Context: an optimization exercise on an open-source flow, tuned for small area, a short achievable clock period and few clock cycles. The choices shown serve that exercise and are no tape-out recipe. At most, simulation tests tie the RTL to the original design; equivalence was not proved. Power figures rest on the tool's default switching activity, not on a simulated workload.

Setup of before:
## nmcu
module nmcu #(
    parameter ADDR_WIDTH = 16,
    parameter DATABUS_WIDTH = 32,
    parameter MAX_DESCS = 4,
    parameter MAX_INPUT_DIM=4,
    parameter MAX_KERNEL_DIM=3
) (
    input wire clk,
    input wire rst,
    input wire start,
    output reg done,
    input wire [ADDR_WIDTH-1:0] nmcu_desc,
    input wire [ADDR_WIDTH-1:0] input_addr,
    input wire [ADDR_WIDTH-1:0] output_addr,
    input wire [$clog2(MAX_INPUT_DIM):0] full_input_width,
    input wire [$clog2(MAX_INPUT_DIM):0] full_input_height,
    input wire [$clog2(MAX_INPUT_DIM):0] full_output_width,
    input wire [$clog2(MAX_INPUT_DIM):0] full_output_height,
    output reg mem_w,
    output reg mem_sel,
    output wire [ADDR_WIDTH-1:0] address_bus,
    input wire [DATABUS_WIDTH-1:0] data_bus_in,
    output wire [DATABUS_WIDTH-1:0] data_bus_out,
    input wire ready
);
clock: 16.0 ns
lec_check: 0
abc_clock_period_in_ps: 3500
cap_margin: 20
core_margin: 2
core_utilization: 55
cts_buf_list: sky130_fd_sc_hd__clkbuf_16
cts_cluster_diameter: 60
cts_cluster_size: 28
place_density: 0.65
slew_margin: 20
standard.sh (not shown) runs the stock make flow with config.mk's settings and CLKGATE_MAP_FILE= SYNTH_SCRIPT=/design/flow/synth_recipe.tcl, a recipe that flattens the netlist after the stock synthesis.
==> flow/flow/run.sh <==
#!/bin/bash
# Layout flow: the standard flow (standard.sh), with three changes:
#  - synthesis skips the early "abc -fast" of Yosys's synth command, so that
#    the carry-save adder tree maps to full adders without inverters between
#    them (the registers are the same);
#  - the port buffers are buf_2 cells;
#  - timing repair aims for 11.8 ns of setup slack instead of 0.
# The make run's output goes to standard.log; ORFS keeps each step's log.
set -e
export BUFFER_PORTS_ARGS="-buffer_cell sky130_fd_sc_hd__buf_2"
bash standard.sh SETUP_SLACK_MARGIN=11.8 SYNTH_ARGS=-noabc finish > standard.log 2>&1
Testbench counts of before, summed over its fixed seeds: cycles 16,996.
diff inputs: before => after
Settings: CTS_CLUSTER_SIZE now 20, was 28; CTS_BUF_LIST now sky130_fd_sc_hd__clkbuf_8 sky130_fd_sc_hd__clkbuf_16, was sky130_fd_sc_hd__clkbuf_16.
==> notes.md <==
- after finished all stages; the layout is clean.
- On fill cell instance count of the final layout, before tracks after almost exactly.
- NOTE: total inserted antenna cells in after falls short of that of before
- Against before as the reference, after delivers a higher post-route worst hold slack.
- When the final numbers for before and after were put side by side, the cell depth of the worst setup path turned out to be smaller in after.
- Against before as the reference, after delivers a higher final critical-path required period.
- The lower total setup buffers inserted after CTS of before and after is in after.
- For total power density per cell area, after and before come out practically identical.
- Fmax of after falls short of that of before slightly.


nmcu, a different RTL version from the one above (not shown whole).
For scale: roughly 3500 cells after synthesis, ~840 flip-flops, roughly 150 I/O pins, about 0.035 mm2 of cells after synthesis.
export LEC_CHECK = 0
export ABC_AREA = 1
export CAP_MARGIN = 20
export CORE_MARGIN = 2
export CORE_UTILIZATION = 55
export CTS_BUF_LIST = sky130_fd_sc_hd__clkbuf_16
export CTS_CLUSTER_DIAMETER = 80
export CTS_CLUSTER_SIZE = 20
export PLACE_DENSITY = 0.65
export SLEW_MARGIN = 20
create_clock -name core_clock -period 16.0 [get_ports {clk}]
==> flow/flow/run.sh <==
#!/bin/bash
# Layout flow: the standard flow, with the port buffers chosen
# explicitly and timing repair aiming for more setup slack.
set -e
export BUFFER_PORTS_ARGS="-buffer_cell sky130_fd_sc_hd__buf_2"
bash standard.sh SETUP_SLACK_MARGIN=11.8 SYNTH_ARGS=-noabc finish > standard.log 2>&1
Then changed:
--- a/flow/flow/run.sh
+++ b/flow/flow/run.sh
@@ -6 +6 @@
-bash standard.sh SETUP_SLACK_MARGIN=11.8 SYNTH_ARGS=-noabc finish > standard.log 2>&1
+bash standard.sh SETUP_SLACK_MARGIN=11.8 finish > standard.log 2>&1
- ABC_AREA: 1 -> not set
- ABC_CLOCK_PERIOD_IN_PS: not set -> 3500
Effect: Maximum frequency came out lower by 2.3%; worst setup slack degrades by 0.10 ns; power came out higher by 98%; final area came out higher by 1.7%.
No run of this note included a check of the RTL's function; only the layout flow was run.

-- afterwards: timing with drivers on the ports --
In the flow no input, the clock included, has a driving cell. The finished layouts below were timed again as built, in two steps.
Step 1 (the two cells are an assumption about what drives the block):
set clk [get_ports {clk}]
set_driving_cell -lib_cell sky130_fd_sc_hd__clkbuf_16 $clk
set_driving_cell -lib_cell sky130_fd_sc_hd__buf_2 [delete_from_list [all_inputs] $clk]
Step 2, shift: input delay + t, output delay - t, t = (earliest + latest rising clock arrival at the registers) / 2. This alone moves slack from input paths to output paths.
a / b / c = no drivers / after step 1 / after step 2; a / b = the first two.
| run | t, ns | slack for setup (ns) | worst hold slack (ns) | worst register clock-pin slew, ns | worst slew at a driven data input, ns |
|---|---|---|---|---|---|
| before | 0.686 | 11.460 / 11.393 / 11.158 | 0.319 / 0.319 / 0.319 | 0.11 / 0.11 | 0.10 |
| after | 0.692 | 11.443 / 11.376 / 11.124 | 0.326 / 0.326 / 0.326 | 0.09 / 0.09 | 0.10 |
| the first run of note 2 | 0.698 | 11.562 / 11.496 / 11.286 | 0.308 / 0.308 / 0.308 | 0.09 / 0.09 | 0.04 |
| the second run of note 2 | 0.700 | 11.459 / 11.397 / 11.289 | 0.309 / 0.309 / 0.309 | 0.10 / 0.10 | 0.04 |
After both steps setup and hold are still met in every run listed. The setup slack of after, which loses most, moves by -0.067 ns with the drivers and by -0.319 ns with both steps.
